Context: an optimization exercise on an open-source flow, tuned for small area and a short achievable clock period. The choices shown serve that exercise and are no tape-out recipe. At most, simulation tests tie the RTL to the original design; equivalence was not proved. Only the layout flow was run in runs 2 to 5; the RTL was not checked for function there. Power and IR drop assume default switching activity.

[design/flow/config.mk]
export PLATFORM = sky130hd
export DESIGN_NAME = fadd_top
export DESIGN_NICKNAME = fadd_top
export VERILOG_FILES = /design/flow/design.v
export SDC_FILE = /design/flow/constraint.sdc
export NUM_CORES = 4
export LEC_CHECK = 0
export CAP_MARGIN = 20
export CORE_MARGIN = 2
export CORE_UTILIZATION = 40
export SLEW_MARGIN = 20
[design/flow/constraint.sdc]
create_clock -name core_clock -period 8.5 [get_ports {clk}]
set_input_delay 1.7000 -clock core_clock [delete_from_list [all_inputs] [get_ports {clk}]]
set_output_delay 1.7000 -clock core_clock [all_outputs]
set_load 0.01 [all_outputs]
[design/flow/design.v]
module float_adder(a,b,z);
input [31:0] a, b;
output  [31:0] z;
wire sign_a,sign_b;
wire [7:0] exp_a,exp_b;
wire [22:0] frac_a,frac_b;
assign sign_a = a[31];
assign sign_b = b[31];
assign exp_a = a[30:23];
assign exp_b = b[30:23];
 assign frac_a = a[22:0];
 assign frac_b = b[22:0];
 reg [7:0] smaller_exp;
 reg [23:0] norm_a, norm_b,final_a,final_b;
 reg [24:0] add_result;
 reg [7:0] final_exp;
 reg overflow;
 reg out_sign;
 assign z = {out_sign,final_exp,add_result[22:0]};
 always @(*)
 begin
         smaller_exp = (exp_a < exp_b) ? exp_a :  exp_b;
         norm_a = {1'b1,frac_a} >> (exp_b - smaller_exp);
         norm_b = {1'b1,frac_b} >> (exp_a - smaller_exp);
         final_a = (sign_a == 1) ? ~norm_a + 1 : norm_a;
         final_b = (sign_b == 1) ? ~norm_b + 1 : norm_b;
         add_result = final_a + final_b;
         final_exp= (exp_a > exp_b) ? exp_a : exp_b;	 
         overflow = (add_result[24] == 1'b1);
             if(overflow)
                out_sign = sign_a;
             else if (exp_a > exp_b)
                out_sign = sign_a;
             else if (exp_b > exp_a)
                 out_sign = sign_b;
            else 
                 out_sign = sign_a ^ sign_b ;
end
   endmodule
module fadd_top(clk, a, b, z);
input clk;
input [31:0] a, b;
output reg [31:0] z;
wire [31:0] sum;
float_adder u_add(.a(a), .b(b), .z(sum));
always @(posedge clk)
  z <= sum;
endmodule
[design/flow/run.sh]
#!/bin/bash
# synth_recipe.tcl (not shown) runs the flow's synth.tcl, then flattens the netlist and writes it again
# the make line also repeats each setting of config.mk as NAME=value (left out here)
make -C /OpenROAD-flow-scripts/flow DESIGN_CONFIG=/design/flow/config.mk WORK_HOME=/design/flow/orfs CLKGATE_MAP_FILE= SYNTH_SCRIPT=/design/flow/synth_recipe.tcl finish
==> out/results.ini, run 1 <==
[outcome]
status = finished clean

[logic_synthesis]
ys.flop_type = dfxtp_1
yosys.area.top_type_share_pct = 8.31
synth_warnings = 2
ys_top_cells_by_count = nand2_1 (103), o21ai_0 (99), nor2_1 (98)
synth_most_common_cell = nand2_1
synth_area_um2 = 7710
synthTopCellsByArea = dfxtp_1 (8.3%), ha_1 (6.8%), o21ai_0 (6.4%), xnor2_1 (6.0%), mux2i_1 (5.1%)
yosysTopAreaCell = dfxtp_1
syn_nets = 1211
synth_edf_count = 0
synth_area_per_cell_um2 = 6.99
synthArstFlopShare_pct = 0
syn_inst = 1103
synth_cell_types = 84
ys_seq_elements = 32
seq_area_frac_synth_pct = 8.31

[cts]
clockRootBuffer = clkbuf_16
cts-hold-fix-buffers = 0
cts.sinks = 32
cts_tree = built
cts_buffers = 5
cts_htree_levels = 2
path_clk_slew_ns = 0.07
clk_path_buf_depth = 2

[drt]
drtIter0Drc = 970
drtAntennaViolNets = 0
via_count = 10261
first_pass_iters = 7
drc = 0
routed_wirelength_um = 32000
drt-vias-per-instance = 5.79
wire_per_inst_um = 18.1

[min_path]
hp-class = in -> reg
hp-start = b[25]

[final_layout]
regMostFlops = z
area_growth_pct = 59.7
largest_register_ffs = 32
reg.largest.list = z: 32 flops
insertedDiodeCount = 0
fin_nets = 1618
final_cells = 1771
drive_gt1_share_pct = 34.4
fin_area_um2 = 12300

[placement]
gp_congestion = 0.985
dp_cells = 1743
place_area_um2 = 11600
io_buffers = 96
hpwl_um = 25600

[pwr]
seq_power_share_pct = 7.3
power_frac_clock_pct = 5.9
internal_power_mw = 1.85
power_switching_share_pct = 44.1
p_switching_mw = 1.46
power_leakage_nw = 5.41
p_per_area_nw_per_um2 = 269
vdd_drop_max_uv = 122
pwr-share-comb_pct = 86.8

[floorplanning]
fp-row-count = 50
fp.dieW_um = 143
initial_utilization_pct = 40.9
die_y_um = 143
core_area_um2 = 18800
io_pins = 97
die_area_um2 = 20400

[sta]
finalCriticalPeriod_ns = 8.24
fin_crit_sh_pct = 97.0
slew_headroom_pct = 57.0
hold_violations = 0
setup_violations = 0
drv_slew = 0
fmax_mhz = 121
final.setup.tns_ns = 0
tightest_slew_ns = 0.640

[job]
maxCapViolCount = 0

[critical_path]
cp-end-kind = flop
cp-start-kind = input port
cp_slowest_cell = mux4_2
critPathMaxFanout = 4
max_stage_delay_ns = 0.55
crit_required_ns = 8.71
crit_start = b[25]
critical_path_class = in -> reg
crit_arrival_ns = 8.45

[global_routing]
grt_start_max_net_pins = 30
grt_pass1_vias = 9747
grt_overflow = 0
grt_usage_pct = 30.9
grt_pass1_wl_um = 50500
antenna_found_initial = 1

final timing paths:
| check | cells past startpoint | to |
|---|---|---|
| hold / removal | 3 | z[25] |
| setup / recovery | 36 | z[31] |
per-stage QoR:
stage | util [%] | setup WS (ns) | hold slack (ns) | power [mW]
final | 65.4 | 0.258 | 1.74 | 3.31
after global placement | 61.5 | -0.601 | 2.33 | 2.81
after global routing | 65.4 | -0.00697 | 1.77 | 3.57
after detailed placement | 61.5 | -0.722 | 2.35 | 2.84
after CTS | 63.4 | 0.0230 | 1.91 | 3.15
after floorplan | - | -0.0342 | 1.81 | 1.64
repair_timing:
action                     4_1_cts  5_1_grt
setup endpoints to repair        3        5
setup buffers                   13        7
pin swaps                       16       41
gates resized for setup         30       90
worst max-delay path, delay by kind of cell:
family	cells	cell delay (ns)
and+or+nand+nor	7	1.41
muxes	1	0.55
buffers and inverters	4	0.28
AOI/OAI and AO/OA	18	3.07
xor gates and xnor gates	1	0.21
adders and majority gates	5	1.21
layer usage:
metal	vias to the layer above	part of all wire, %	global-route usage [%]	wire length, um
met3	60	7.6	4.36	2420
met1	4722	45	43.0	14300
li1	5033	-	-	-
met2	446	45	50.2	14500
met5	-	0	0	0
met4	0	2.6	8.44	829
layout by cell type, fill, tap and decap left out, types with 10 or more instances in the layout:
cell	n
buf_4	362
nand2_1	99
nor2_1	91
clkdlybuf4s50_1	79
o21ai_0	77
a21oi_1	56
xnor2_1	51
mux2i_1	37
dfxtp_1	32
ha_1	31
nor3_1	27
inv_1	27
o21ai_1	25
a211oi_1	24
nand2b_1	22
nand3_1	22
o22ai_1	21
xor2_1	19
nor2b_1	17
mux2_2	17
o211ai_1	16
a31oi_1	15
dlymetal6s2s_1	15
o21a_1	14
and3_1	14
mux4_2	13
a21oi_2	11
and2_1	10
cell type report:
class / count / area (um^2)
flip-flops and latches: 32 / 641
well taps: 260 / 325
fillers: 1727 / 6520
clock buffers: 7 / 143
inverters: 36 / 143
repair buffers: 466 / 3820
clock inverters: 1 / 7.51
multi-input cells: 969 / 7230
cells by family after synthesis:
group	share of synthesized area (%)
adders and majority gates	7.08
buffers and inverters	5.31
xor gates and xnor gates	8.39
and+or+nand+nor	23.3
AOI/OAI and AO/OA	36.2
DFF	8.31
muxes	11.5
power groups by stage:
| stage | logic, mW | clock network (mW) | registers [mW] |
|---|---|---|---|
| finish | 2.87 | 0.196 | 0.242 |
| CTS | 2.70 | 0.201 | 0.243 |
| detailed placement | 2.60 | 0 | 0.246 |
| global placement | 2.56 | 0 | 0.244 |
| global route | 3.11 | 0.204 | 0.248 |
| floorplan | 1.36 | 0 | 0.279 |
==> run 2, diff against run 1 <==
==> design/flow/design.v (replaced) <==
module fadd_align(a, b, x, y, cin, emax, sa, snov);
input [31:0] a, b;
output [23:0] x, y;
output cin;
output [7:0] emax;
output sa;      
output snov;    
wire [7:0] ea = a[30:23];
wire [7:0] eb = b[30:23];
wire [8:0] dab = {1'b0,ea} - {1'b0,eb};
wire b_gt = dab[8];                        
wire eq = (ea == eb);
wire [7:0] d = b_gt ? (eb - ea) : dab[7:0];
wire [22:0] fl = b_gt ? b[22:0] : a[22:0];
wire [22:0] fs = b_gt ? a[22:0] : b[22:0];
wire sl = b_gt ? b[31] : a[31];
wire ss = b_gt ? a[31] : b[31];
assign emax = b_gt ? eb : ea;
wire [23:0] S = {1'b1, fs} >> d;
wire szero = (d >= 8'd24);
assign cin = ss & ~szero;
wire [23:0] L = {1'b1, fl};
assign x = sl ? (~L + 24'd1) : L;
assign y = S ^ {24{cin}};
assign sa = a[31];
assign snov = eq ? (a[31] ^ b[31]) : sl;
endmodule
module fadd_sum(x, y, cin, emax, sa, snov, z);
input [23:0] x, y;
input cin;
input [7:0] emax;
input sa, snov;
output [31:0] z;
wire [25:0] t = {1'b0, x, cin} + {1'b0, y, cin};
wire [24:0] s = t[25:1];
assign z = {s[24] ? sa : snov, emax, s[22:0]};
endmodule
module fadd_top(clk, a, b, z);
input clk;
input [31:0] a, b;
output [31:0] z;
wire [23:0] x_d, y_d;
wire cin_d, sa_d, snov_d;
wire [7:0] emax_d;
reg [23:0] x_q, y_q;
reg cin_q, sa_q, snov_q;
reg [7:0] emax_q;
fadd_align u_align(.a(a), .b(b), .x(x_d), .y(y_d), .cin(cin_d), .emax(emax_d),
                   .sa(sa_d), .snov(snov_d));
always @(posedge clk) begin
  x_q <= x_d;
  y_q <= y_d;
  cin_q <= cin_d;
  emax_q <= emax_d;
  sa_q <= sa_d;
  snov_q <= snov_d;
end
fadd_sum u_sum(.x(x_q), .y(y_q), .cin(cin_q), .emax(emax_q), .sa(sa_q),
               .snov(snov_q), .z(z));
endmodule
==> out/results.ini, run 2 <==
[cts]
clk_path_buf_depth = 2  ; unchanged
cts.sinks = 59  ; +84%
cts-resized-gates = 0  ; -100%
path_clk_slew_ns = 0.05  ; -0.02 ns
cts-hold-fix-buffers = 0  ; unchanged
cts_buffers = 9  ; +4
cts_setup_buffers = 0  ; -13
clockRootBuffer = clkbuf_16
cts_htree_levels = 3  ; +1
cts_tree = built

[final_layout]
layout_commonest_cell = clkdlybuf4s50_1
final_core_util_pct = 49.2  ; -16 points
reg.largest.list = x_q: 24 flops, y_q: 24 flops, emax_q: 8 flops
fill_cells = 1397  ; -19%
fin_area_um2 = 7130  ; -42%
ff_latch_area_um2 = 1180  ; +84%
multi_input_area_um2 = 4330  ; -40%
area_growth_pct = 20.6
insertedDiodeCount = 0  ; unchanged
final_cells = 947  ; -47%
final_cell_mix = clkdlybuf4s50_1 (96), nand2_1 (77), dfxtp_1 (59)
fin_nets = 868  ; -46%
drive_gt1_share_pct = 7.47  ; -27 points

[drt]
wire_per_inst_um = 17.8  ; -1.4%
drt-vias-per-instance = 5.65  ; -2.5%
via_count = 5352  ; -48%
drtAntennaViolNets = 0  ; unchanged
routed_wirelength_um = 16900  ; -47%
drtIter0Drc = 316  ; -67%
first_pass_iters = 4  ; -3
drc = 0  ; unchanged

[floorplanning]
die_y_um = 126  ; -12%
fp-row-count = 44  ; -12%
core_area_um2 = 14500  ; -23%
fp.dieW_um = 126  ; -12%
initial_utilization_pct = 40.8  ; -0.12 points
io_pins = 97  ; unchanged
die_area_um2 = 15800  ; -23%

[logic_synthesis]
synth_cell_types = 75  ; -11%
synthArstFlopShare_pct = 0  ; unchanged
yosys.area.top_type_share_pct = 20.0  ; +12 points
synth_area_um2 = 5910  ; -23%
ys.flop_type = dfxtp_1
syn_nets = 790  ; -35%
ys_top_cells_by_count = nand2_1 (77), dfxtp_1 (59), nor2_1 (54)
synth_area_per_cell_um2 = 8.68  ; +24%
syn_inst = 681  ; -38%
seq_area_frac_synth_pct = 20.0  ; +12 points
synth_edf_count = 0  ; unchanged
synth_warnings = 1  ; -1
yosysTopAreaCell = dfxtp_1
ys_seq_elements = 59  ; +84%
synth_most_common_cell = nand2_1
synthTopCellsByArea = dfxtp_1 (20%), ha_1 (8.7%), mux2i_1 (8.5%), xnor2_1 (6.1%), mux4_2 (5.3%)

[placement]
hpwl_um = 13300  ; -48%
dp_cells = 932  ; -47%
io_buffers = 96  ; unchanged
gp_congestion = 0.874  ; -11%
place_area_um2 = 6850  ; -41%
dp_slack_ns = 1.89  ; +2.62 ns

[sta]
slew_headroom_pct = 29.1  ; -28 points
hold_ws_ns = 1.98  ; +0.239 ns
tightest_slew_ns = 1.04  ; +0.396 ns
setup_ws_ns = 2.19  ; +1.93 ns
final.setup.tns_ns = 0  ; unchanged
finalCriticalPeriod_ns = 6.31  ; -1.93 ns
hold_violations = 0  ; unchanged
fin_crit_sh_pct = 74.3  ; -23 points
fmax_mhz = 158  ; +31%
rsz0062_at_grt = false
setup_violations = 0  ; unchanged
drv_slew = 0  ; unchanged

[outcome]
status = finished clean

[critical_path]
cp-start-kind = input port
critPathMaxFanout = 27  ; +23
crit_start = a[27]
crit_arrival_ns = 6.56  ; -1.89 ns
crit_required_ns = 8.75  ; +0.04 ns
cp_slowest_cell = xor2_1
critPathBufInv = 4  ; unchanged
max_stage_delay_ns = 0.70  ; +0.15 ns
critical_path_class = in -> reg
cp-end-kind = flop
path_cells = clkdlybuf4s50_1 > inv_1 > ha_1 > nand4_1 > a21o_1 > nand2_2 > buf_4 > mux2i_1 > xor2_1 > o221ai_1 > or3_1 > clkinv_8 > xnor2_1
critPathTopFamily = simple AND/OR/NAND/NOR gates

[min_path]
hp-class = in -> reg
hp-start = b[30]

[pwr]
power_leakage_nw = 3.00  ; -44%
total_power_mw = 1.69  ; -49%
vdd_drop_max_uv = 78.3  ; -36%
p_per_area_nw_per_um2 = 237  ; -12%

[global_routing]
antenna_found_initial = 0  ; -1
grt_pass1_vias = 5186  ; -47%
grt_pass1_wl_um = 26900  ; -47%
grt_overflow = 0  ; unchanged
grt_usage_pct = 21.1  ; -9.8 points
grt_start_max_net_pins = 65  ; +120%

[job]
maxCapViolCount = 0  ; unchanged

-- run 2: cell count changes after synthesis, moves of 12 or more --
cell      previous run  this run
a31oi_1             18         5
o211ai_1            16         3
nand2_1            103        77
nor2_1              98        54
a21oi_1             67        43
o21ai_0             99        29
a211oi_1            27         2
xnor2_1             53        41
dfxtp_1             32        59
nand2b_1            24         4
clkbuf_1            38         8
nor2b_1             18         3
mux2_2              17         2
o22ai_1             21         0
-- run 2: logic make-up (layout without fill, tap and decap cells) --
kind of cell | count (synthesis) | in the layout | share of synthesized area (%)
and+or+nand+nor | 222 | 222 | 17.4
AOI/OAI and AO/OA | 149 | 149 | 16.6
adders and majority gates | 44 | 44 | 9.70
muxes | 81 | 81 | 19.5
xor gates and xnor gates | 64 | 64 | 10.1
buffers and inverters | 62 | 144 | 6.78
DFF | 59 | 59 | 20.0
-- run 2: worst paths after layout --
| kind | to | slack (ns) | depth (start not counted) |
|---|---|---|---|
| setup / recovery | y_q[18] | 2.19 | 13 |
| hold / removal | emax_q[7] | 1.98 | 3 |
-- run 2: per-layer routing --
layer | part of all wire [%] | global-route usage, % | wire, um | vias up
met5 | 0 | 0 | 0 | -
met4 | 2.2 | 6.41 | 370 | 0
met3 | 5.7 | 4.41 | 954 | 24
met2 | 46 | 34.9 | 7810 | 173
met1 | 46 | 27.7 | 7730 | 2531
li1 | - | - | - | 2624
-- run 2: tightest hold or removal path, stage by stage --
cell             delay, ns
clkdlybuf4s50_1       0.40
inv_1                 0.07
o21ai_0               0.09
-- run 2: final cells by class --
cell class / instances / area share (%)
inverter: 28 / 1.65
sequential: 59 / 16.6
clock inverter: 5 / 0.421
clock buffer: 10 / 3.35
timing repair buffer: 101 / 14.0
multi-input combinational: 560 / 60.8
tap: 184 / 3.23
-- run 2: power by group --
part | internal [mW] | leakage [nW] | switching [mW]
Combinational | 0.468 | 2.38 | 0.530
Clock | 0.201 | 0.130 | 0.128
Sequential | 0.338 | 0.491 | 0.0209
Total | 1.01 | 3.00 | 0.679
==> run 3, diff against run 2 <==
--- a/design/flow/config.mk
+++ b/design/flow/config.mk
@@ -8,4 +8,5 @@
 export CAP_MARGIN = 20
 export CORE_MARGIN = 2
-export CORE_UTILIZATION = 40
+export CORE_UTILIZATION = 55
+export SETUP_SLACK_MARGIN = 4
 export SLEW_MARGIN = 20
==> out/results.ini, run 3 <==
[floorplanning]
core_area_um2 = 10400  ; -28%
die_area_um2 = 11600  ; -26%
initial_utilization_pct = 57.0  ; +16 points
io_pins = 97  ; unchanged
fp-row-count = 37  ; -16%
fp.dieW_um = 108  ; -14%
die_y_um = 108  ; -14%

[logic_synthesis]
ys_seq_elements = 59  ; unchanged
synthArstFlopShare_pct = 0  ; unchanged
seq_area_frac_synth_pct = 20.0  ; unchanged
ys_top_cells_by_count = nand2_1 (77), dfxtp_1 (59), nor2_1 (54)
ys.flop_type = dfxtp_1
yosysTopAreaCell = dfxtp_1
synth_most_common_cell = nand2_1
syn_inst = 681  ; unchanged
synth_cell_types = 75  ; unchanged
synth_area_um2 = 5910  ; unchanged
synth_area_per_cell_um2 = 8.68  ; unchanged
syn_nets = 790  ; unchanged
synth_edf_count = 0  ; unchanged
synth_warnings = 1  ; unchanged
yosys.area.top_type_share_pct = 20.0  ; unchanged
synthTopCellsByArea = dfxtp_1 (20%), ha_1 (8.7%), mux2i_1 (8.5%), xnor2_1 (6.1%), mux4_2 (5.3%)

[final_layout]
fin_nets = 999  ; +15%
layout_commonest_cell = buf_4
reg.largest.list = x_q: 24 flops, y_q: 24 flops, emax_q: 8 flops
fin_area_um2 = 9010  ; +26%
area_growth_pct = 52.5
final_cell_mix = buf_4 (101), nand2_1 (74), clkdlybuf4s50_1 (63)
fill_cells = 511  ; -63%
drive_gt1_share_pct = 39.0  ; +32 points

[critical_path]
cp_slowest_cell = fa_2
critical_path_class = reg -> out
critPathTopFamily = compound AO/OA/AOI/OAI gates
path_cells = inv_2 > fa_2 > nor2b_1 > o21ai_1 > a21boi_1 > o211ai_1 > buf_4 > a2111oi_4 > nor3_2 > o21a_1 > o21bai_1 > a21oi_2 > xnor2_1 > buf_2
crit_arrival_ns = 3.15  ; -3.41 ns
crit_required_ns = 6.80  ; -1.95 ns
critPathBufInv = 3  ; -1
critPathMaxFanout = 2  ; -93%
max_stage_delay_ns = 0.38  ; -0.32 ns
cp-start-kind = flop
cp-end-kind = output port

[drt]
wire_per_inst_um = 24.5  ; +37%
drtAntennaViolNets = 0  ; unchanged
routed_wirelength_um = 25200  ; +50%
drt-vias-per-instance = 6.70  ; +19%
drtIter0Drc = 1061  ; +240%
first_pass_iters = 6  ; +2
via_count = 6918  ; +29%
drc = 0  ; unchanged

[global_routing]
grt_overflow = 0  ; unchanged
grt_pass1_vias = 6067  ; +17%
grt_start_max_net_pins = 33  ; -49%
antenna_found_initial = 0  ; unchanged
grt_pass1_wl_um = 31900  ; +19%
grt_usage_pct = 35.4  ; +14 points

[cts]
cts_htree_levels = 3  ; unchanged
cts_tree = built
cts.sinks = 59  ; unchanged
path_clk_slew_ns = 0.08  ; +0.03 ns
clockRootBuffer = clkbuf_8
cts-hold-fix-buffers = 0  ; unchanged
clk_path_buf_depth = 2  ; unchanged
cts_buffers = 9  ; unchanged

[sta]
final.setup.tns_ns = 0  ; unchanged
hold_violations = 0  ; unchanged
setup_violations = 0  ; unchanged
fin_crit_sh_pct = 57.0  ; -17 points
slew_headroom_pct = 41.9  ; +13 points
finalCriticalPeriod_ns = 4.85  ; -1.46 ns
rsz0062_at_grt = true
fmax_mhz = 206  ; +30%
drv_slew = 0  ; unchanged
tightest_slew_ns = 0.872  ; -0.164 ns

[placement]
io_buffers = 96  ; unchanged
gp_congestion = 0.949  ; +8.6%
hpwl_um = 12700  ; -4.5%
place_area_um2 = 6860  ; about the same

[min_path]
hp-class = in -> reg
worstHoldPathCells = 3  ; unchanged
hold_end = emax_q[5]
hp-start = b[28]

[job]
maxCapViolCount = 0  ; unchanged

[pwr]
p_per_area_nw_per_um2 = 234  ; -1.1%
power_leakage_nw = 3.77  ; +26%
vdd_drop_max_uv = 151  ; +92%

[outcome]
status = finished clean

[run 3: cell counts after synthesis]
Identical to the previous run, type by type.
[run 3: how the worst max path moves through the flow]
stage                     cells past startpoint  endpoint  startpoint  slack (ns)
after CTS                                    13     z[21]      x_q[0]        3.66
after global placement                       15   y_q[21]       a[23]        2.03
after detailed placement                     15   y_q[21]       a[23]        2.01
after floorplan                              20   x_q[14]       a[23]        3.95
after global routing                         14     z[21]      x_q[0]        3.51
final                                        14     z[21]      x_q[0]        3.65
[run 3: timing repair]
action	CTS	global route
endpoints found under the setup margin	66	52
cloned	8	4
setup buffers	76	43
pin swaps	53	54
gates resized for setup	182	138
[run 3: final cells by class]
cell class                 count  area (um^2)  share of cell area (%)
clock inverter                 4         97.6                    1.08
timing repair buffer         225         2050                    22.8
clock buffer                  12          145                    1.61
multi-input combinational    567         5220                    57.9
tap                          136          170                    1.89
inverter                      28          133                    1.47
antenna                        1         2.50                  0.0278
sequential                    59         1190                    13.2
[run 3: kinds of logic after synthesis]
logic type      synth area share (%)
simple gates                    17.4
compound gates                  16.6
mux                             19.5
xor+xnor                        10.1
buf+inv                         6.78
flops                           20.0
fa+ha+maj                       9.70
[run 3: through the flow]
stage / power [mW] / util [%] / cells / worst slack, ns / hold WS [ns]
final: 2.11 / 86.9 / 1032 / 3.65 / 1.58
after global routing: 2.18 / 86.9 / 1031 / 3.51 / 1.59
after CTS: 1.85 / 79.4 / 984 / 3.66 / 1.72
after detailed placement: 1.36 / 66.1 / 884 / 2.01 / 2.31
after global placement: 1.34 / 66.1 / 884 / 2.03 / 2.30
after floorplan: 1.03 / - / 681 / 3.95 / 1.73
[run 3: layer usage]
metal / wire, um / track usage (%) / share of wire [%]
met3: 2970 / 5.15 / 12
met1: 9000 / 46.7 / 36
met5: 0 / 0 / 0
met2: 11100 / 58.0 / 44
met4: 2170 / 14.7 / 8.6
[run 3: report_power, final]
group / switching, mW / total (mW) / internal (mW) / leakage [nW]
logic: 0.755 / 1.42 / 0.666 / 3.16
registers: 0.0282 / 0.368 / 0.339 / 0.493
clock network: 0.115 / 0.319 / 0.203 / 0.117
==> run 4, diff against run 3 <==
--- a/design/flow/config.mk
+++ b/design/flow/config.mk
@@ -9,4 +9,4 @@
 export CORE_MARGIN = 2
 export CORE_UTILIZATION = 55
-export SETUP_SLACK_MARGIN = 4
+export SETUP_SLACK_MARGIN = 3
 export SLEW_MARGIN = 20
==> out/results.ini, run 4 <==
[outcome]
status = finished clean

[floorplanning]
die_area_um2 = 11600  ; unchanged
die_y_um = 108  ; unchanged
fp.dieW_um = 108  ; unchanged
io_pins = 97  ; unchanged
initial_utilization_pct = 57.0  ; unchanged
core_area_um2 = 10400  ; unchanged
fp-row-count = 37  ; unchanged

[pwr]
seq_power_share_pct = 21.4  ; +4.0 points
p_per_area_nw_per_um2 = 233  ; -0.55%
vdd_drop_max_uv = 155  ; +3.0%
power_frac_clock_pct = 15.1  ; about the same
internal_power_mw = 0.963  ; -20%
pwr-share-comb_pct = 63.5  ; -3.9 points
p_switching_mw = 0.708  ; -21%
power_leakage_nw = 3.03  ; -19%
total_power_mw = 1.67  ; -21%
power_switching_share_pct = 42.4  ; -0.27 points

[final_layout]
reg.largest.list = x_q: 24 flops, y_q: 24 flops, emax_q: 8 flops
drive_gt1_share_pct = 10.3  ; -29 points
area_growth_pct = 21.6
fin_nets = 881  ; -12%
final_cells = 913  ; -12%
insertedDiodeCount = 0  ; -1
layout_commonest_cell = clkdlybuf4s50_1
final_cell_mix = clkdlybuf4s50_1 (96), nand2_1 (77), dfxtp_1 (59)

[drt]
routed_wirelength_um = 17300  ; -31%
drtAntennaViolNets = 0  ; unchanged
wire_per_inst_um = 18.9  ; -22%
drtIter0Drc = 490  ; -54%
drc = 0  ; unchanged
drt-vias-per-instance = 6.13  ; -8.5%
via_count = 5600  ; -19%
first_pass_iters = 7  ; +1

[logic_synthesis]
synth_area_um2 = 5910  ; unchanged
yosys.area_share.simple_pct = 17.4  ; unchanged
synthMuxAreaShare_pct = 19.5  ; unchanged
ys.flop_type = dfxtp_1
synthArstFlopShare_pct = 0  ; unchanged
ys_seq_elements = 59  ; unchanged
synthTopCellsByArea = dfxtp_1 (20%), ha_1 (8.7%), mux2i_1 (8.5%), xnor2_1 (6.1%), mux4_2 (5.3%)
synth_edf_count = 0  ; unchanged
yosysTopAreaCell = dfxtp_1
syn_inst = 681  ; unchanged
ys_top_cells_by_count = nand2_1 (77), dfxtp_1 (59), nor2_1 (54)
synth_cell_types = 75  ; unchanged
synth_top_family_by_area = multiplexers
synth_most_common_cell = nand2_1
synth_xor_xnor_area_share_pct = 10.1  ; unchanged
syn_nets = 790  ; unchanged
synth_fa_ha_area_share_pct = 9.70  ; unchanged
synth-compound-area-share_pct = 16.6  ; unchanged
synth_warnings = 1  ; unchanged
synth_area_per_cell_um2 = 8.68  ; unchanged
seq_area_frac_synth_pct = 20.0  ; unchanged
yosys.area.top_type_share_pct = 20.0  ; unchanged

[critical_path]
critPathBufInv = 2  ; -1
critical_path_class = in -> reg
crit_arrival_ns = 5.60  ; +2.45 ns
critPathTopFamily = multiplexers
crit_required_ns = 8.72  ; +1.92 ns
cp_slowest_cell = clkdlybuf4s50_1
max_stage_delay_ns = 0.54  ; +0.16 ns
critPathMaxFanout = 14  ; +12
cp-start-kind = input port
cp-end-kind = flop
path_cells = clkdlybuf4s50_1 > ha_1 > inv_1 > fa_1 > nand3_1 > a21o_1 > and2_4 > mux2i_4 > xor2_4 > mux2i_1 > o21ai_1 > nand4_1 > o221ai_1 > mux2_1

[cts]
cts_tree = built
cts-hold-fix-buffers = 0  ; unchanged
cts_htree_levels = 3  ; unchanged
cts_buffers = 9  ; unchanged
clk_path_buf_depth = 2  ; unchanged
cts.sinks = 59  ; unchanged
clockRootBuffer = clkbuf_8
path_clk_slew_ns = 0.07  ; about the same

[sta]
tightest_slew_ns = 1.11  ; +0.240 ns
fin_crit_sh_pct = 63.2  ; +6.2 points
setup_ws_ns = 3.13  ; -0.525 ns
finalCriticalPeriod_ns = 5.37  ; +0.525 ns
drv_slew = 0  ; unchanged
final.setup.tns_ns = 0  ; unchanged
rsz0062_at_grt = false
fmax_mhz = 186  ; -9.8%
setup_violations = 0  ; unchanged
hold_violations = 0  ; unchanged
slew_headroom_pct = 25.9  ; -16 points

[global_routing]
grt_pass1_vias = 5216  ; -14%
grt_usage_pct = 29.8  ; -5.6 points
grt_pass1_wl_um = 26900  ; -16%
grt_start_max_net_pins = 49  ; +48%
antenna_found_initial = 0  ; unchanged
grt_overflow = 0  ; unchanged

[placement]
gp_congestion = 0.919  ; -3.1%
hpwl_um = 12800  ; +0.39%
io_buffers = 96  ; unchanged
dp_cells = 883  ; -0.11%
dp_slack_ns = 2.05  ; +0.0421 ns

[min_path]
hp-class = in -> reg

[job]
maxCapViolCount = 0  ; unchanged

run 4: layout make-up:
class / count / area, um^2
multi-input combinational: 564 / 4440
fill: 836 / 3190
sequential: 59 / 1180
timing repair buffer: 110 / 1080
tap: 136 / 170
clock buffer: 9 / 124
inverter: 28 / 118
clock inverter: 7 / 68.8
run 4: worst paths after layout:
path | slack (ns) | startpoint | cells after the start | endpoint
max | 3.13 | b[23] | 14 | y_q[3]
min | 1.97 | b[30] | 3 | emax_q[7]
run 4: power by group through the flow:
stage	clock network, mW	logic (mW)	registers, mW
6_report	0.252	1.06	0.358
5_1_grt	0.268	1.14	0.362
4_1_cts	0.257	1.03	0.358
3_5_place_dp	0	0.993	0.364
3_3_place_gp	0	0.977	0.362
2_1_floorplan	0	0.658	0.360
run 4: kinds of logic after synthesis:
logic type,count (synthesis)
AND/OR/NAND/NOR,222
AO/OA/AOI/OAI,149
multiplexers,81
XOR/XNOR,64
buffers and inverters,62
flip-flops,59
adder cells (fa/ha/maj),44
run 4: repair_timing:
action                     CTS  global route
cloned                       4             0
pin swaps                    0             3
setup endpoints to repair   36             9
resized for setup           11             7
setup buffers                7             3
run 4: per-layer routing:
layer  wire, um  track usage (%)
met4        352             9.07
met5          0                0
met2       8050             48.5
met1       7460             40.4
met3       1430             5.15
run 4: stage by stage:
step	hold WS (ns)	utilization (%)	cell area [um^2]
after floorplan	1.73	-	5910
after detailed placement	2.33	65.4	6790
after global placement	2.31	65.4	6790
after CTS	1.97	68.7	7130
final	1.97	69.3	7180
after global routing	1.99	69.3	7180
==> run 5, diff against run 4 <==
==> design/flow/flow/run.sh (new file) <==
#!/bin/bash
# Standard ORFS layout (the standard.sh), with the I/O port buffers made
# from small buf_2 cells instead of the default clkdlybuf4s50_1 delay cells.
set -euo pipefail
export BUFFER_PORTS_ARGS="-buffer_cell sky130_fd_sc_hd__buf_2"
bash standard.sh > standard_flow.log 2>&1
==> design/flow/standard.sh (new file) <==
#!/bin/bash
# synth_recipe.tcl (not shown) runs the flow's synth.tcl, then flattens the netlist and writes it again
# the make line also repeats each setting of config.mk as NAME=value (left out here)
make -C /OpenROAD-flow-scripts/flow DESIGN_CONFIG=/design/flow/config.mk WORK_HOME=/design/flow/orfs CLKGATE_MAP_FILE= SYNTH_SCRIPT=/design/flow/synth_recipe.tcl "${@:-finish}"
removed: design/flow/run.sh
==> out/results.ini, run 5 <==
[sta]
hold_ws_ns = 1.55  ; -0.417 ns
tightest_slew_ns = 0.845  ; -0.267 ns
drv_slew = 0  ; unchanged
rsz0062_at_grt = false
fin_crit_sh_pct = 61.7  ; -1.5 points
finalCriticalPeriod_ns = 5.24  ; -0.132 ns
setup_violations = 0  ; unchanged
slew_headroom_pct = 42.5  ; +17 points
setup_ws_ns = 3.26  ; +0.132 ns
fmax_mhz = 191  ; +2.5%
final.setup.tns_ns = 0  ; unchanged
hold_violations = 0  ; unchanged

[drt]
drtIter0Drc = 552  ; +13%
wire_per_inst_um = 17.7  ; -6.7%
drtAntennaViolNets = 0  ; unchanged
drt-vias-per-instance = 5.99  ; -2.4%
drc = 0  ; unchanged
routed_wirelength_um = 15900  ; -8.0%
first_pass_iters = 7  ; unchanged
via_count = 5387  ; -3.8%

[critical_path]
critPathMaxFanout = 32  ; +18
crit_required_ns = 8.76  ; +0.04 ns
cp-start-kind = input port
crit_arrival_ns = 5.51  ; -0.09 ns
max_stage_delay_ns = 0.62  ; +0.08 ns
path_cells = buf_2 > inv_1 > ha_1 > inv_1 > fa_1 > nand3_1 > a21o_1 > and2_4 > mux2i_4 > xor2_4 > mux2i_1 > mux2i_1 > nand3_1 > a21oi_1 > xnor2_1
cp-end-kind = flop
critical_path_class = in -> reg
cp_slowest_cell = xor2_4
critPathTopFamily = multiplexers
critPathBufInv = 3  ; +1

[global_routing]
grt_start_max_net_pins = 65  ; +33%
busiest_layer = met2
grt_pass1_wl_um = 24500  ; -8.7%
use_met2_pct = 42.3  ; -6.2 points
grtUsageMet1_pct = 38.8  ; -1.7 points
grt_pass1_vias = 4847  ; -7.1%
antenna_found_initial = 0  ; unchanged
grt_overflow = 0  ; unchanged
grt_usage_pct = 27.0  ; -2.8 points
grt_use_met3_pct = 4.24  ; -0.91 points

[final_layout]
final_cell_mix = buf_2 (96), nand2_1 (77), dfxtp_1 (59)
reg.largest.list = x_q: 24 flops, y_q: 24 flops, emax_q: 8 flops
layout_commonest_cell = buf_2
insertedDiodeCount = 0  ; unchanged
area_growth_pct = 11.3
fill_cells = 957  ; +14%
fin_area_um2 = 6580  ; -8.4%
drive_gt1_share_pct = 20.7  ; +10 points
fin_nets = 868  ; -1.5%

[floorplanning]
io_pins = 97  ; unchanged
die_y_um = 108  ; unchanged
fp-row-count = 37  ; unchanged
initial_utilization_pct = 57.0  ; unchanged
fp.dieW_um = 108  ; unchanged
die_area_um2 = 11600  ; unchanged
core_area_um2 = 10400  ; unchanged

[logic_synthesis]
ys.flop_type = dfxtp_1
seq_area_frac_synth_pct = 20.0  ; unchanged
syn_nets = 790  ; unchanged
synth_edf_count = 0  ; unchanged
yosysTopAreaCell = dfxtp_1
ys_seq_elements = 59  ; unchanged
synth_area_per_cell_um2 = 8.68  ; unchanged
synth_area_um2 = 5910  ; unchanged
synth_cell_types = 75  ; unchanged
ys_top_cells_by_count = nand2_1 (77), dfxtp_1 (59), nor2_1 (54)
syn_inst = 681  ; unchanged
synthTopCellsByArea = dfxtp_1 (20%), ha_1 (8.7%), mux2i_1 (8.5%), xnor2_1 (6.1%), mux4_2 (5.3%)
synthArstFlopShare_pct = 0  ; unchanged
synth_most_common_cell = nand2_1
synth_warnings = 1  ; unchanged
yosys.area.top_type_share_pct = 20.0  ; unchanged

[outcome]
status = finished clean

[placement]
gp_congestion = 0.933  ; +1.5%
io_buffers = 96  ; unchanged
dp_slack_ns = 2.34  ; +0.289 ns
place_area_um2 = 6310  ; -7.0%
hpwl_um = 12400  ; -3.1%

[pwr]
power_leakage_nw = 2.99  ; -1.6%
p_per_area_nw_per_um2 = 235  ; +1.2%
vdd_drop_max_uv = 108  ; -30%

[cts]
cts_setup_buffers = 0  ; -7
clockRootBuffer = clkbuf_8
cts.sinks = 59  ; unchanged
cts_htree_levels = 3  ; unchanged
clk_path_buf_depth = 2  ; unchanged
path_clk_slew_ns = 0.08  ; about the same
cts_buffers = 9  ; unchanged
cts_tree = built
cts-hold-fix-buffers = 0  ; unchanged

[min_path]
hp-class = in -> reg

[job]
maxCapViolCount = 0  ; unchanged

[run 5: cell counts after synthesis]
Identical to the previous run, type by type.
[run 5: final cells by class]
| cell class | count | area [um^2] | share of cell area [%] |
|---|---|---|---|
| well taps | 136 | 170 | 2.59 |
| inverters | 28 | 118 | 1.79 |
| clock buffers | 11 | 131 | 2.00 |
| multi-input cells | 561 | 4380 | 66.7 |
| repair buffers | 100 | 514 | 7.82 |
| clock inverters | 5 | 77.6 | 1.18 |
| flip-flops and latches | 59 | 1180 | 18.0 |
[run 5: stage by stage]
stage / cells / total power [mW] / utilization, %
2_1_floorplan: 681 / 1.02 / -
3_3_place_gp: 883 / 1.24 / 60.8
3_5_place_dp: 883 / 1.25 / 60.9
4_1_cts: 899 / 1.53 / 63.0
5_1_grt: 900 / 1.65 / 63.4
6_report: 900 / 1.55 / 63.4
[run 5: metal layers]
| metal | vias up | wire length (um) |
|---|---|---|
| met4 | 0 | 311 |
| met5 | - | 0 |
| met1 | 2536 | 7520 |
| met3 | 20 | 1030 |
| met2 | 200 | 7060 |
| li1 | 2631 | - |
[run 5: cells by family after synthesis]
logic type / count (synthesis) / synth area share, %
AOI/OAI and AO/OA: 149 / 16.6
xor gates and xnor gates: 64 / 10.1
adders and majority gates: 44 / 9.70
buffers and inverters: 62 / 6.78
DFF: 59 / 20.0
muxes: 81 / 19.5
and+or+nand+nor: 222 / 17.4
[run 5: worst paths after layout]
check | start | endpoint | cells after the start
worst max-delay path | a[23] | y_q[12] | 15
worst min-delay path | a[31] | sa_q | 1
[run 5: report_power, final]
part | switching [mW] | internal (mW) | total [mW]
clock network | 0.115 | 0.164 | 0.279
registers | 0.0208 | 0.337 | 0.358
logic | 0.538 | 0.373 | 0.910
[run 5: repair_timing]
item / 4_1_cts / 5_1_grt
cloned: 0 / 1
gates resized for setup: 4 / 5
endpoints found under the setup margin: 26 / 29
==> run 6, diff against run 5 <==
--- a/design/flow/design.v
+++ b/design/flow/design.v
@@ -36,4 +36,14 @@
 assign z = {s[24] ? sa : snov, emax, s[22:0]};
 endmodule
+module float_adder(a, b, z);
+input [31:0] a, b;
+output [31:0] z;
+wire [23:0] x, y;
+wire cin, sa, snov;
+wire [7:0] emax;
+fadd_align u_align(.a(a), .b(b), .x(x), .y(y), .cin(cin), .emax(emax), .sa(sa),
+                   .snov(snov));
+fadd_sum u_sum(.x(x), .y(y), .cin(cin), .emax(emax), .sa(sa), .snov(snov), .z(z));
+endmodule
 module fadd_top(clk, a, b, z);
 input clk;
--- a/design/flow/config.mk
+++ b/design/flow/config.mk
@@ -9,4 +9,4 @@
 export CORE_MARGIN = 2
 export CORE_UTILIZATION = 55
-export SETUP_SLACK_MARGIN = 3
+export SETUP_SLACK_MARGIN = 3.5
 export SLEW_MARGIN = 20
==> out/results.ini, run 6 <==
[critical_path]
crit_arrival_ns = 3.17  ; -2.34 ns
critPathTopFamily = compound AO/OA/AOI/OAI gates
cp-start-kind = flop
cp-end-kind = output port
max_stage_delay_ns = 0.37  ; -0.25 ns
crit_required_ns = 6.80  ; -1.96 ns
critPathMaxFanout = 3  ; -91%
path_cells = ha_1 > a21o_1 > a21o_1 > a2111oi_4 > o211ai_1 > a41oi_2 > o21ai_2 > a21oi_2 > o21a_1 > a21oi_2 > mux2_2 > buf_2
cp_slowest_cell = a2111oi_4
critPathBufInv = 1  ; -2
critical_path_class = reg -> out

[pwr]
vdd_drop_max_uv = 119  ; +11%
power_frac_clock_pct = 14.8  ; -3.2 points
internal_power_mw = 0.871  ; -0.29%
total_power_mw = 1.57  ; +1.3%
seq_power_share_pct = 23.0  ; about the same
p_per_area_nw_per_um2 = 229  ; -2.6%
pwr-share-comb_pct = 62.1  ; +3.3 points
power_switching_share_pct = 44.4  ; +0.90 points
p_switching_mw = 0.697  ; +3.4%
power_leakage_nw = 3.05  ; +2.2%

[cts]
clk_path_buf_depth = 2  ; unchanged
clockRootBuffer = clkbuf_8
cts_buffers = 9  ; unchanged
path_clk_slew_ns = 0.07  ; about the same
cts_tree = built
cts_htree_levels = 3  ; unchanged
cts-hold-fix-buffers = 0  ; unchanged
cts.sinks = 59  ; unchanged

[floorplanning]
die_y_um = 108  ; unchanged
io_pins = 97  ; unchanged
core_area_um2 = 10400  ; unchanged
fp-row-count = 37  ; unchanged
die_area_um2 = 11600  ; unchanged
fp.dieW_um = 108  ; unchanged
initial_utilization_pct = 57.0  ; unchanged

[logic_synthesis]
synth_cell_types = 75  ; unchanged
synthMuxAreaShare_pct = 19.5  ; unchanged
ys_top_cells_by_count = nand2_1 (77), dfxtp_1 (59), nor2_1 (54)
synth_fa_ha_area_share_pct = 9.70  ; unchanged
synth_area_um2 = 5910  ; unchanged
yosys.area_share.simple_pct = 17.4  ; unchanged
synth-compound-area-share_pct = 16.6  ; unchanged
synthTopCellsByArea = dfxtp_1 (20%), ha_1 (8.7%), mux2i_1 (8.5%), xnor2_1 (6.1%), mux4_2 (5.3%)
synth_edf_count = 0  ; unchanged
syn_nets = 790  ; unchanged
yosysTopAreaCell = dfxtp_1
synthArstFlopShare_pct = 0  ; unchanged
ys_seq_elements = 59  ; unchanged
synth_top_family_by_area = multiplexers
ys.flop_type = dfxtp_1
seq_area_frac_synth_pct = 20.0  ; unchanged
synth_most_common_cell = nand2_1
synth_warnings = 1  ; unchanged
synth_area_per_cell_um2 = 8.68  ; unchanged
yosys.area.top_type_share_pct = 20.0  ; unchanged
syn_inst = 681  ; unchanged
synth_xor_xnor_area_share_pct = 10.1  ; unchanged

[sta]
rsz0062_at_grt = true
fmax_mhz = 205  ; +7.6%
finalCriticalPeriod_ns = 4.87  ; -0.368 ns
hold_violations = 0  ; unchanged
hold_ws_ns = 1.56  ; +0.0134 ns
drv_slew = 0  ; unchanged
final.setup.tns_ns = 0  ; unchanged
fin_crit_sh_pct = 57.3  ; -4.3 points
tightest_slew_ns = 0.843  ; -0.00223 ns
slew_headroom_pct = 43.4  ; +0.95 points
setup_violations = 0  ; unchanged

[min_path]
hp-class = in -> reg

[outcome]
status = finished clean

[global_routing]
grt_start_max_net_pins = 49  ; -25%
antenna_found_initial = 1  ; +1
grt_overflow = 0  ; unchanged
grt_usage_pct = 29.1  ; +2.1 points
grt_pass1_vias = 5153  ; +6.3%
grt_pass1_wl_um = 26300  ; +7.3%

[drt]
drtIter0Drc = 543  ; -1.6%
drc = 0  ; unchanged
first_pass_iters = 5  ; -2
drtAntennaViolNets = 0  ; unchanged
via_count = 5564  ; +3.3%
routed_wirelength_um = 16700  ; +4.9%
wire_per_inst_um = 18.2  ; +3.1%
drt-vias-per-instance = 6.07  ; +1.5%

[placement]
hpwl_um = 12500  ; +0.65%
gp_congestion = 0.899  ; -3.7%
io_buffers = 96  ; unchanged

[final_layout]
reg.largest.list = x_q: 24 flops, y_q: 24 flops, emax_q: 8 flops
layout_commonest_cell = buf_2
drive_gt1_share_pct = 24.8  ; +4.1 points
fin_nets = 883  ; +1.7%
final_cell_mix = buf_2 (96), nand2_1 (77), dfxtp_1 (58)
area_growth_pct = 15.8

[job]
maxCapViolCount = 0  ; unchanged

==> run 6: cell counts after synthesis <==
Identical to the previous run, type by type.
==> run 6: power by group through the flow <==
stage               clock (mW)  sequential [mW]  combinational, mW
global route             0.247            0.367               1.06
global placement             0            0.363              0.870
CTS                      0.238            0.360              0.921
finish                   0.233            0.361              0.975
floorplan                    0            0.360              0.659
detailed placement           0            0.366              0.878
==> run 6: cell type report <==
| cell class | count | area [um^2] |
|---|---|---|
| antenna | 1 | 2.50 |
| clock inverter | 4 | 25.0 |
| tap | 136 | 170 |
| clock buffer | 12 | 155 |
| inverter | 28 | 118 |
| sequential | 59 | 1180 |
| multi-input combinational | 564 | 4550 |
| timing repair buffer | 112 | 638 |
| fill | 885 | 3530 |
==> run 6: worst paths after layout <==
check / slack [ns] / from / depth (start not counted) / to
setup / recovery: 3.63 / y_q[0] / 12 / z[31]
hold / removal: 1.56 / a[31] / 1 / sa_q
==> run 6: per-layer routing <==
layer  global-route usage (%)  share of wire, %  up-vias  wire [um]
li1                         -                 -     2671          -
met1                     39.9                45     2596       7470
met2                     47.2                46      273       7700
met3                     5.33               7.6       24       1270
met4                     7.88               1.5        0        255
met5                        0                 0        -          0
==> run 6: per-stage QoR <==
| stage | cell area [um^2] | util [%] | cells | worst slack (ns) |
|---|---|---|---|---|
| final | 6840 | 66.0 | 916 | 3.63 |
| after global routing | 6840 | 65.9 | 915 | 3.47 |
| after CTS | 6650 | 64.1 | 905 | 3.49 |
| after detailed placement | 6310 | 60.8 | 883 | 2.33 |
| after global placement | 6310 | 60.8 | 883 | 2.24 |
| after floorplan | 5920 | - | 681 | 3.56 |
==> run 6: cells by family (layout without fill, tap and decap cells) <==
kind of cell	Yosys count	in the layout
xor gates and xnor gates	64	65
DFF	59	59
muxes	81	82
adders and majority gates	44	44
other	0	1
buffers and inverters	62	156
AOI/OAI and AO/OA	149	149
and+or+nand+nor	222	224
==> run 6: timing repair <==
action,CTS,global route
setup endpoints to repair,40,32
cloned,4,0
resized for setup,17,21
setup buffers,2,10
pin swaps,2,16
==> run 7, diff against run 6 <==
--- a/design/flow/config.mk
+++ b/design/flow/config.mk
@@ -9,4 +9,4 @@
 export CORE_MARGIN = 2
 export CORE_UTILIZATION = 55
-export SETUP_SLACK_MARGIN = 3.5
+export SETUP_SLACK_MARGIN = 3
 export SLEW_MARGIN = 20
==> out/results.ini, run 7 <==
[final_layout]
area_growth_pct = 11.3
drive_gt1_share_pct = 20.7  ; -4.1 points
reg.largest.list = x_q: 24 flops, y_q: 24 flops, emax_q: 8 flops
final_core_util_pct = 63.4  ; -2.5 points
insertedDiodeCount = 0  ; -1
fin_area_um2 = 6580  ; -3.9%
layout_commonest_cell = buf_2
final_cell_mix = buf_2 (96), nand2_1 (77), dfxtp_1 (59)
fin_nets = 868  ; -1.7%

[min_path]
hp-start = a[31]
worstHoldPathCells = 1  ; unchanged
hp-class = in -> reg
hold_end = sa_q

[logic_synthesis]
ys_seq_elements = 59  ; unchanged
syn_nets = 790  ; unchanged
ys_top_cells_by_count = nand2_1 (77), dfxtp_1 (59), nor2_1 (54)
synth_cell_types = 75  ; unchanged
syn_inst = 681  ; unchanged
synth_area_per_cell_um2 = 8.68  ; unchanged
seq_area_frac_synth_pct = 20.0  ; unchanged
synthTopCellsByArea = dfxtp_1 (20%), ha_1 (8.7%), mux2i_1 (8.5%), xnor2_1 (6.1%), mux4_2 (5.3%)
synth_area_um2 = 5910  ; unchanged
synth_warnings = 1  ; unchanged
synth_edf_count = 0  ; unchanged
yosys.area.top_type_share_pct = 20.0  ; unchanged
synth_most_common_cell = nand2_1
synthArstFlopShare_pct = 0  ; unchanged
ys.flop_type = dfxtp_1
yosysTopAreaCell = dfxtp_1

[drt]
drtAntennaViolNets = 0  ; unchanged
wire_per_inst_um = 17.7  ; -3.0%
drc = 0  ; unchanged
drt-vias-per-instance = 5.99  ; -1.5%
first_pass_iters = 7  ; +2
routed_wirelength_um = 15900  ; -4.7%
via_count = 5387  ; -3.2%
drtIter0Drc = 552  ; +1.7%

[sta]
slew_headroom_pct = 42.5  ; -0.95 points
finalCriticalPeriod_ns = 5.24  ; +0.368 ns
tightest_slew_ns = 0.845  ; +0.00223 ns
hold_violations = 0  ; unchanged
rsz0062_at_grt = false
drv_slew = 0  ; unchanged
fmax_mhz = 191  ; -7.0%
setup_violations = 0  ; unchanged
fin_crit_sh_pct = 61.7  ; +4.3 points
final.setup.tns_ns = 0  ; unchanged

[global_routing]
grt_overflow = 0  ; unchanged
grt_usage_pct = 27.0  ; -2.1 points
antenna_found_initial = 0  ; -1
grt_pass1_wl_um = 24500  ; -6.8%
grt_pass1_vias = 4847  ; -5.9%
grt_start_max_net_pins = 65  ; +33%

[placement]
io_buffers = 96  ; unchanged
hpwl_um = 12400  ; -0.65%
place_area_um2 = 6310  ; about the same
gp_congestion = 0.933  ; +3.8%

[cts]
cts_tree = built
path_clk_slew_ns = 0.08  ; about the same
cts_setup_buffers = 0  ; -2
cts_htree_levels = 3  ; unchanged
clockRootBuffer = clkbuf_8
cts.sinks = 59  ; unchanged
clk_path_buf_depth = 2  ; unchanged
cts_buffers = 9  ; unchanged

[critical_path]
critPathTopFamily = multiplexers
max_stage_delay_ns = 0.62  ; +0.25 ns
cp-end-kind = flop
critPathMaxFanout = 32  ; +29
crit_start = a[23]
cp.depth = 15  ; +3
crit_arrival_ns = 5.51  ; +2.34 ns
path_cells = buf_2 > inv_1 > ha_1 > inv_1 > fa_1 > nand3_1 > a21o_1 > and2_4 > mux2i_4 > xor2_4 > mux2i_1 > mux2i_1 > nand3_1 > a21oi_1 > xnor2_1
critPathBufInv = 3  ; +2
cp-start-kind = input port
crit_required_ns = 8.76  ; +1.96 ns
critical_path_class = in -> reg
cp_slowest_cell = xor2_4

[pwr]
power_frac_clock_pct = 18.0  ; +3.2 points
p_per_area_nw_per_um2 = 235  ; +2.6%
power_leakage_nw = 2.99  ; -2.2%
seq_power_share_pct = 23.1  ; about the same
pwr-share-comb_pct = 58.8  ; -3.3 points
power_switching_share_pct = 43.5  ; -0.90 points
internal_power_mw = 0.874  ; +0.29%
vdd_drop_max_uv = 108  ; -9.6%
p_switching_mw = 0.674  ; -3.3%

[outcome]
status = finished clean

[floorplanning]
fp.dieW_um = 108  ; unchanged
die_y_um = 108  ; unchanged
io_pins = 97  ; unchanged
core_area_um2 = 10400  ; unchanged
die_area_um2 = 11600  ; unchanged
fp-row-count = 37  ; unchanged
initial_utilization_pct = 57.0  ; unchanged

[job]
maxCapViolCount = 0  ; unchanged

## run 7: cell counts after synthesis
No cell type changed its count.
## run 7: worst max path at each step
| stage | endpoint | slack, ns |
|---|---|---|
| finish | y_q[12] | 3.26 |
| global route | y_q[12] | 3.00 |
| CTS | y_q[4] | 3.02 |
| global placement | y_q[7] | 2.19 |
| detailed placement | y_q[7] | 2.34 |
| floorplan | x_q[18] | 3.33 |
## run 7: metal layers
| layer | track usage, % | wire (um) |
|---|---|---|
| met1 | 38.8 | 7520 |
| met2 | 42.3 | 7060 |
| met3 | 4.24 | 1030 |
| met4 | 7.33 | 311 |
| met5 | 0 | 0 |
## run 7: what timing repair did
| action | 4_1_cts | 5_1_grt |
|---|---|---|
| hold endpoints to repair | 0 | 0 |
| gates resized for setup | 4 | 5 |
| endpoints found under the setup margin | 26 | 29 |
| gates cloned | 0 | 1 |
| hold buffers | 0 | 0 |
## run 7: final cells by class
cell class,count,area [um^2]
well taps,136,170
clock inverters,5,77.6
multi-input cells,561,4380
inverters,28,118
repair buffers,100,514
flip-flops and latches,59,1180
clock buffers,11,131
fillers,957,3790
## run 7: cell families after synthesis
kind of cell	synth area share [%]
simple gates	17.4
flops	20.0
fa+ha+maj	9.70
mux	19.5
compound gates	16.6
xor+xnor	10.1
buf+inv	6.78
## run 7: through the flow
| step | std cells | hold WS [ns] | total power, mW | worst slack [ns] |
|---|---|---|---|---|
| finish | 900 | 1.55 | 1.55 | 3.26 |
| global route | 900 | 1.55 | 1.65 | 3.00 |
| CTS | 899 | 1.54 | 1.53 | 3.02 |
| detailed placement | 883 | 1.90 | 1.25 | 2.34 |
| global placement | 883 | 1.90 | 1.24 | 2.19 |
| floorplan | 681 | 1.73 | 1.02 | 3.33 |
## run 7: power by group through the flow
stage / Sequential (mW) / Clock [mW] / Combinational, mW
3_5_place_dp: 0.364 / 0 / 0.884
6_report: 0.358 / 0.279 / 0.910
4_1_cts: 0.359 / 0.282 / 0.892
3_3_place_gp: 0.363 / 0 / 0.874
2_1_floorplan: 0.360 / 0 / 0.658
5_1_grt: 0.363 / 0.293 / 0.994

## static timing again, ports no longer ideal
The results above use ideal ports. As a check the final layouts listed here were re-extracted and re-timed, cells and wires unchanged.
Step 1: set_driving_cell puts a clkbuf_16 on clk and a buf_2 on each other input, an assumption about the parent block.
Step 2 adds t to the input delays and takes it off the output delays; t is the mean of the earliest and latest rising clock arrival at the registers after step 1. Input paths then give back, and output paths get back, about the clock's delay inside the block.
a / b / c = ideal ports / drivers / drivers and shift; a / b = the first two.
run | t, ns | slack for setup (ns) | clock arrival spread, ns | pins driven straight from the clock port
run 1 | 0.334 | 0.258 / 0.281 / -0.053 | 0.016 / 0.016 | 1
run 2 | 0.370 | 2.188 / 2.203 / 1.832 | 0.009 / 0.009 | 1
run 3 | 0.378 | 3.652 / 3.614 / 3.298 | 0.020 / 0.021 | 1
run 4 | 0.379 | 3.127 / 3.111 / 2.732 | 0.020 / 0.019 | 1
run 5 | 0.383 | 3.258 / 3.261 / 2.890 | 0.018 / 0.017 | 1
run 6 | 0.380 | 3.626 / 3.591 / 3.279 | 0.014 / 0.014 | 1
run 7 | 0.383 | 3.258 / 3.261 / 2.890 | 0.018 / 0.017 | 1
Met with ideal ports but missed after step 2: setup timing in run 1. The setup slack of run 4, which loses most, moves by -0.016 ns with the drivers and by -0.395 ns with both steps.
